Background: an optimization exercise with open tools, aiming at small area, a short achievable clock period and few clock cycles. Do not read the settings as production practice.
The RTL was checked by simulation tests, not by an equivalence proof against the original design.
No activity file was given, so power comes from the tool's default toggle rates.

Design HT_TOP, start of the top module:
module HT_TOP (
    input  wire       clk,
    input  wire       rst_n,
    input  wire       in_valid,
    input  wire [2:0] in_weight,
    input  wire       out_mode,
    output reg        out_valid,
    output reg        out_code
);
reg  [3:0]  t;
reg         pend;
reg         mode_q;
reg  [14:0] ptr;
reg  [2:0]  sc;       
reg  [2:0]  m;        
reg  [3:0]  w0, w1, w3, w4, w5, w6;
reg  [4:0]  w2;
reg  [2:0]  w7;
wire [47:0] wl = {3'd0, w7, 2'd0, w6, 2'd0, w5, 2'd0, w4, 2'd0, w3,
                  1'b0, w2, 2'd0, w1, 2'd0, w0};
wire [2:0] u     = t[2:0];
wire       merge = t[3] & ~(u[2] & u[1]);
wire       keep  = t[3] & u[2] & u[1];
wire [4:0] newslot;
assign newslot[0] = ~t[3] & (u == 3'd4);
assign newslot[1] = ~t[3] & (mode_q ? (u == 3'd2) : (u == 3'd5));
assign newslot[2] = ~t[3] & (mode_q ? (u == 3'd5) : (u == 3'd6));
assign newslot[3] = ~t[3] & (mode_q ? (u == 3'd0) : (u == 3'd7));
assign newslot[4] = ~t[3] & (mode_q ? (u == 3'd1) : (u == 3'd3));
wire [7:0] vld;
genvar v;
generate
    for (v = 0; v < 8; v = v + 1) begin : VLD
        assign vld[v] = keep | (merge ? (u + v < 6) : (u > v));
    end
endgenerate
wire [47:0] wa;
wire [14:0] pa;
wire [2:0]  ka;
HT_OP u_a (
    .merge(merge), .wl(wl), .xin(keep ? 3'd7 : w7), .vld(vld),
    .newslot(newslot), .hold(t[3]),
    .pin(ptr), .wo(wa), .po(pa), .k(ka)
);
reg [2:0] ps;
always @(*) begin
    case (sc)
        3'd0:    ps = ptr[2:0];
        3'd1:    ps = ptr[5:3];
        3'd2:    ps = ptr[8:6];
        3'd3:    ps = ptr[11:9];
        default: ps = ptr[14:12];
    endcase
end
wire [7:1] h, b;
HT_PATH u_path (.p(ps), .k1(w2[2:0]), .k2(w3[2:0]), .k3(w4[2:0]),
                .k4(w5[1:0]), .k5(w6[1:0]), .k6(w7[0]), .h(h), .b(b));
wire [7:1] rest = h & ((7'd1 << (m - 3'd1)) - 7'd1);
reg  [2:0] mn;
always @(*) begin
  ...
clock: 32.0 ns
lec_check: 0
abc_area: 1
cap_margin: 0
core_margin: 2
core_utilization: 40
slew_margin: 0
standard.sh (not shown) runs the stock make flow with config.mk's settings and CLKGATE_MAP_FILE= SYNTH_SCRIPT=/design/flow/synth_recipe.tcl, a recipe that flattens the netlist after the stock synthesis.
==> flow/flow/run.sh <==
#!/bin/bash
# Layout: the standard ORFS flow (standard.sh), with these changes:
#  - synthesis: no half/full adder cell extraction (ADDER_MAP_FILE empty),
#    and ABC maps with flow/area.abc (see flow/own_synth.tcl);
#  - ports are buffered with buf_2 cells instead of the default choice;
#  - clock tree: clkbuf_8 buffers, up to 32 flip-flops per leaf buffer, and
#    no dummy loads.
# make's full output goes to standard.log; ORFS keeps each step's log under
# orfs/logs.
set -uo pipefail
export OWN_WORK_DIR=$PWD
export OWN_FLOW_DIR=$PWD/flow
bash standard.sh "SYNTH_SCRIPT=$OWN_FLOW_DIR/own_synth.tcl" ADDER_MAP_FILE= \
    "BUFFER_PORTS_ARGS=-buffer_cell sky130_fd_sc_hd__buf_2" \
    "CTS_ARGS=-sink_clustering_enable -repair_clock_nets -buf_list sky130_fd_sc_hd__clkbuf_8 -sink_clustering_size 32 -sink_clustering_max_diameter 200 -dont_use_dummy_load" \
    finish > standard.log 2>&1
status=$?
tail -n 30 standard.log
exit $status
==> flow/flow/area.abc <==
strash
&get -n
&fraig -x
&put
scorr
dc2
strash
&get -n
&dch -f
&nf -R 1000
&st
&dch -f
&nf -R 1000
&st
&dch -f
&nf -R 1000
&put
==> flow/flow/own_synth.tcl <==
# The standard flow's synthesis (synth_recipe.tcl in the work folder), with one change:
# ABC maps the logic with flow/area.abc instead of ORFS's abc_area.script.
# Registers are mapped before ABC runs, so they are the same as the standard flow's.
proc abc {args} {
  set i [lsearch -exact $args -script]
  if {$i >= 0} {
    lset args [expr {$i + 1}] [file join $::env(OWN_FLOW_DIR) area.abc]
  }
  yosys abc {*}$args
}
source [file join $::env(OWN_WORK_DIR) synth_recipe.tcl]
Testbench counts at the start, summed over its fixed seeds: cycles 11,025.
Next try:
--- a/flow/flow/area.abc
+++ b/flow/flow/area.abc
@@ -8,0 +9,2 @@
+&st
+&dc2
@@ -11,0 +14 @@
+&dc2
@@ -14,0 +18 @@
+&dc2
Settings changed: CORE_UTILIZATION 40 to 60, GPL_TIMING_DRIVEN set to 0.
Count of clock-buffer cells in the layout stays the same.
Total power is lower by 0.67%.
Clock skew is lower by 17 ps.
Next try:
==> flow/flow/area.abc (replaced) <==
strash
&get -n
&fraig -x
&put
scorr
dc2
strash
&get -n
&dch -f
&nf -R 1000
&put
Settings changed: CORE_UTILIZATION 60 to 40.
Effect: The changed run passed the timing, DRC and antenna checks. Maximum frequency hardly moves. Critical path depth stays the same. Setup slack got worse by 7.1 ps. Sequential share of layout area is lower by 0.53 points. Routed wire length is higher slightly. Area after synthesis is lower slightly.
Next try:
Settings changed: CORE_UTILIZATION 40 to 60.
Outcome: The new run ran to the end with no violations; combinational power is about the same; non-clock buffer count is lower by 1; register-to-register slack loses 240 ps; final area goes down by 1.6%; global-route usage climbs by 8.6 points; count of clock-buffer cells in the layout does not change; die area falls by 32%; total power is about the same.
Next try:
==> flow/flow/area.abc (replaced) <==
strash
&get -n
&st
&dch -f
&nf -a -R 1000
&put
=>
- wire length rose by 2.3%
- synthesized cell count grows by 4.1%
- setup slack is worse by 37 ps
- area after synthesis hardly moves
- register-to-register slack loses 560 ps
- clock-buffer cell count does not change
- cell count increases by 3.7%
- via count came out higher by 3.8%
- sequential share of layout area falls by 0.26 points
Next try:
==> flow/flow/area.abc (replaced) <==
strash
&get -n
&fraig -x
&put
scorr
dc2
strash
&get -n
&dch -f
&nf -R 1000
&put
Settings changed: CORE_UTILIZATION 60 to 40, GPL_TIMING_DRIVEN 0 to not set.
The new run completed without violations. Clock-buffer cell count is unchanged. Utilization is lower by 21 points. Non-clock buffer count came out higher by 2. Total power decreases by 3.6%. Critical path depth is unchanged. Final area increases by 1.2%. Via count decreases by 4.6%. Die area goes up by 48%. Clock power shrinks by about 2%.

Setup of v4:
The RTL this note starts from:
==> flow/design.v <==
module HT_OP (
    input         merge,
    input  [47:0] wl,
    input  [2:0]  xin,
    input  [7:0]  vld,
    input  [4:0]  newslot,
    input  [14:0] pin,
    input  [39:0] cin,
    output [47:0] wo,
    output [14:0] po,
    output [39:0] co
);
    function lt6;
        input [5:0] a, b;
        integer n;
        reg res;
        begin
            res = 1'b0;
            for (n = 0; n < 6; n = n + 1)
                res = (~a[n] & b[n]) | ((~a[n] | b[n]) & res);
            lt6 = res;
        end
    endfunction
    wire [5:0] w [0:7];
    wire [5:0] r [0:7];
    wire [7:0] c;
    wire [5:0] x;
    genvar i, s;
    generate
        for (i = 0; i < 8; i = i + 1) begin : UNP
            assign w[i] = wl[6*i +: 6];
        end
        for (i = 0; i < 8; i = i + 1) begin : REM
            if (i < 6) begin : SH
                assign r[i] = merge ? w[i+2] : {3'b000, w[i][2:0]};
            end else begin : TL
                assign r[i] = {3'b000, w[i][2:0]};
            end
            assign c[i] = vld[i] & lt6(r[i], x);
        end
    endgenerate
    assign x = merge ? (w[0] + w[1]) : {3'b000, xin};
    wire [2:0] k;
    assign k[2] = c[3];
    assign k[1] = (c[1] & ~c[3]) | c[5];
    assign k[0] = (c[0] & ~c[1]) | (c[2] & ~c[3]) | (c[4] & ~c[5]) | c[6];
    generate
        for (i = 0; i < 8; i = i + 1) begin : INS
            if (i == 0) begin : F
                assign wo[6*i +: 6] = c[i] ? r[i] : x;
            end else begin : N
                assign wo[6*i +: 6] = c[i] ? r[i] : (c[i-1] ? x : r[i-1]);
            end
        end
        for (s = 0; s < 5; s = s + 1) begin : SLOT
            wire [2:0] p   = pin[3*s +: 3];
            wire [7:0] cd  = cin[8*s +: 8];
            wire [2:0] j   = merge ? (p - 3'd2) : p;
            wire       hit = merge ? (p[2:1] == 2'b00) : newslot[s];
            assign po[3*s +: 3] = hit ? k : (j + {2'b00, (j >= k)});
            assign co[8*s +: 8] = (merge & hit) ? {cd[6:0], ~p[0]} : cd;
        end
    endgenerate
endmodule
`timescale 1ns/1ps
module HT_TOP (
    input  wire       clk,
    input  wire       rst_n,
    input  wire       in_valid,
    input  wire [2:0] in_weight,
    input  wire       out_mode,
    output reg        out_valid,
    output reg        out_code
);
reg  [3:0]  t;
reg         pend;
reg         mode_q;
reg  [14:0] ptr;
reg  [39:0] code;
reg  [4:0]  w0, w1, w2;
reg  [3:0]  w3, w4, w5, w6;
reg  [2:0]  w7;
wire [47:0] wl = {3'd0, w7, 2'd0, w6, 2'd0, w5, 2'd0, w4, 2'd0, w3,
                  1'b0, w2, 1'b0, w1, 1'b0, w0};
wire       merge = t[3];
wire [2:0] u     = t[2:0];
wire [4:0] newslot;
assign newslot[0] = (u == 3'd4);
assign newslot[1] = mode_q ? (u == 3'd2) : (u == 3'd5);
assign newslot[2] = mode_q ? (u == 3'd5) : (u == 3'd6);
assign newslot[3] = mode_q ? (u == 3'd0) : (u == 3'd7);
assign newslot[4] = mode_q ? (u == 3'd1) : (u == 3'd3);
wire [7:0] vld;
genvar v;
generate
    for (v = 0; v < 8; v = v + 1) begin : VLD
        assign vld[v] = merge ? (u + v < 6) : (u > v);
    end
endgenerate
wire [47:0] wa;
wire [14:0] pa;
wire [39:0] ca;
HT_OP u_a (
    .merge(merge), .wl(wl), .xin(w7), .vld(vld), .newslot(newslot),
    .pin(ptr), .cin(code), .wo(wa), .po(pa), .co(ca)
);
wire [7:0]  c0       = code[7:0];
wire        c0_last  = (c0[7:2] == 6'd0);
wire        all_done = c0_last & (code[15:8] == 8'd0);
wire [39:0] code_sh  = c0_last ? {8'd0, code[39:8]} : {code[39:8], 1'b0, c0[7:1]};
wire snd    = (t == 4'd15);
wire idle   = ~merge & ~pend;
wire fin    = (t == 4'd14);
wire ov_d   = fin | (snd & ~all_done);
wire [39:0] code_d = snd ? code_sh : idle ? {5{8'd1}} : ca;
always @(posedge clk) begin
    mode_q <= out_mode;
    ptr    <= pa;
    code   <= code_d;
    w7     <= in_valid ? in_weight : wa[44:42];
    {w6, w5, w4, w3, w2, w1, w0} <=
        {wa[39:36], wa[33:30], wa[27:24], wa[21:18],
         wa[16:12], wa[10:6], wa[4:0]};
end
always @(posedge clk or negedge rst_n) begin
    if (!rst_n) begin
        t         <= 4'd0;
        pend      <= 1'b0;
        out_valid <= 1'b0;
        out_code  <= 1'b0;
    end else begin
        pend      <= in_valid;
        out_valid <= ov_d;
        out_code  <= ov_d & code_d[0];
        if ((snd & all_done) | idle)
            t <= 4'd0;
        else if (!snd)
            t <= t + 4'd1;
    end
end
endmodule
clock: 32.0 ns
lec_check: 0
abc_area: 1
cap_margin: 20
core_margin: 2
core_utilization: 40
cts_buf_list: sky130_fd_sc_hd__clkbuf_8
slew_margin: 20
==> flow/flow/run.sh <==
#!/bin/bash
# Layout: the standard ORFS flow (standard.sh), with these changes:
#  - synthesis: no half/full adder cell extraction (ADDER_MAP_FILE empty),
#    and ABC maps with flow/area.abc (see flow/own_synth.tcl);
#  - ports are buffered with buf_2 cells instead of the default choice.
# make's full output goes to standard.log; ORFS keeps each step's log under
# orfs/logs.
set -uo pipefail
export OWN_WORK_DIR=$PWD
export OWN_FLOW_DIR=$PWD/flow
bash standard.sh "SYNTH_SCRIPT=$OWN_FLOW_DIR/own_synth.tcl" ADDER_MAP_FILE= \
    "BUFFER_PORTS_ARGS=-buffer_cell sky130_fd_sc_hd__buf_2" \
    finish > standard.log 2>&1
status=$?
tail -n 30 standard.log
exit $status
==> flow/flow/area.abc <==
strash
&get -n
&fraig -x
&put
scorr
dc2
strash
&get -n
&dch -f
&nf -R 1000
&put
Scripts as last shown in full above: flow/flow/own_synth.tcl
Testbench counts of v4, summed over its fixed seeds: cycles 11,025.
> inputs changed (v4 -> v38)
==> flow/flow/run.sh <==
#!/bin/bash
# Layout: the standard ORFS flow (standard.sh), with two changes:
#  - synthesis does not extract half/full adder cells (ADDER_MAP_FILE
#    empty), so ABC maps that logic with the rest;
#  - ports are buffered with buf_2 cells instead of the default choice.
# make's full output goes to standard.log; ORFS keeps each step's log under
# orfs/logs.
set -uo pipefail
bash standard.sh ADDER_MAP_FILE= \
    "BUFFER_PORTS_ARGS=-buffer_cell sky130_fd_sc_hd__buf_2" \
    finish > standard.log 2>&1
status=$?
tail -n 30 standard.log
exit $status
removed: flow/flow/area.abc
removed: flow/flow/own_synth.tcl
==> comparison <==
Clock period minus final worst setup slack across v4 and v38: no real change.
Diff v4 -> v38 | final RePlAce weighted congestion | down by a few percent
Between v4 and v38, share of synthesized cell area in and, or, nand and nor gates is lower for v4, v38 comes in above that.
Of v4 and v38, v4 shows the higher post-synthesis adder-cell area fraction, with v38 below it.
v4 and v38 ended up with nearly the same worst setup slack.
Edits applied to the flow inputs when going from v38 to v5:
==> flow/run.sh (new file) <==
#!/bin/bash
# synth_recipe.tcl (not shown) runs the flow's synth.tcl, then flattens the netlist and writes it again
# the make line also repeats each setting of config.mk as NAME=value (left out here)
make -C /OpenROAD-flow-scripts/flow DESIGN_CONFIG=/design/flow/config.mk WORK_HOME=/design/flow/orfs CLKGATE_MAP_FILE= SYNTH_SCRIPT=/design/flow/synth_recipe.tcl finish
removed: flow/flow/run.sh
removed: flow/standard.sh
[summary]
Looking at total wirelength of the detailed-routed design across both flows, v5 is the weaker of the two, with v38 ahead.
v38 → v5: utilization lost 0.43 points; power consumption picked up an extra 5.3%.
In v5 the compound-gate portion of the synthesized area turned out 0.16 points lower than in v38.
Comparing multi-input gate share of the layout cell area for v38 and v5, the smaller number came from v38.
Between v38 and v5, the part of the total power dissipated in combinational logic is higher for v5.

==> port drivers added, routing unchanged <==
No port has a modelled driver above. Below, the same layouts with a new extraction and two added sets of constraints.
Step 1: set_driving_cell puts a clkbuf_16 on clk and a buf_2 on each other input, an assumption about the parent block.
Step 2 times the ports against the registers' clock, not the clock port: input delays grow and output delays shrink by t, the midpoint of the rising clock arrivals with the driver on.
a / b / c = ideal ports / drivers / drivers and shift; a / b = the first two.
run | t (ns) | slack for setup (ns) | clock arrival spread, ns | worst slew at a driven data input, ns
the first run of note 1 | 0.360 | 24.826 / 24.793 / 24.822 | 0.030 / 0.031 | 0.03
the second run of note 1 | 0.368 | 24.840 / 24.809 / 24.825 | 0.013 / 0.013 | 0.03
the third run of note 1 | 0.370 | 24.833 / 24.802 / 24.823 | 0.020 / 0.020 | 0.03
the fourth run of note 1 | 0.355 | 24.867 / 24.837 / 24.837 | 0.018 / 0.017 | 0.03
the fifth run of note 1 | 0.364 | 24.831 / 24.799 / 24.863 | 0.016 / 0.015 | 0.05
the sixth run of note 1 | 0.364 | 24.832 / 24.800 / 24.750 | 0.024 / 0.024 | 0.03
v4 | 0.415 | 24.726 / 24.694 / 25.035 | 0.016 / 0.017 | 0.03
v38 | 0.418 | 24.729 / 24.693 / 24.978 | 0.013 / 0.014 | 0.03
v5 | 0.424 | 24.353 / 24.315 / 24.425 | 0.013 / 0.013 | 0.04
After both steps setup and hold are still met in every run listed. For the sixth run of note 1, which loses most, drivers alone change the setup slack by -0.032 ns; drivers and shift together by -0.082 ns.
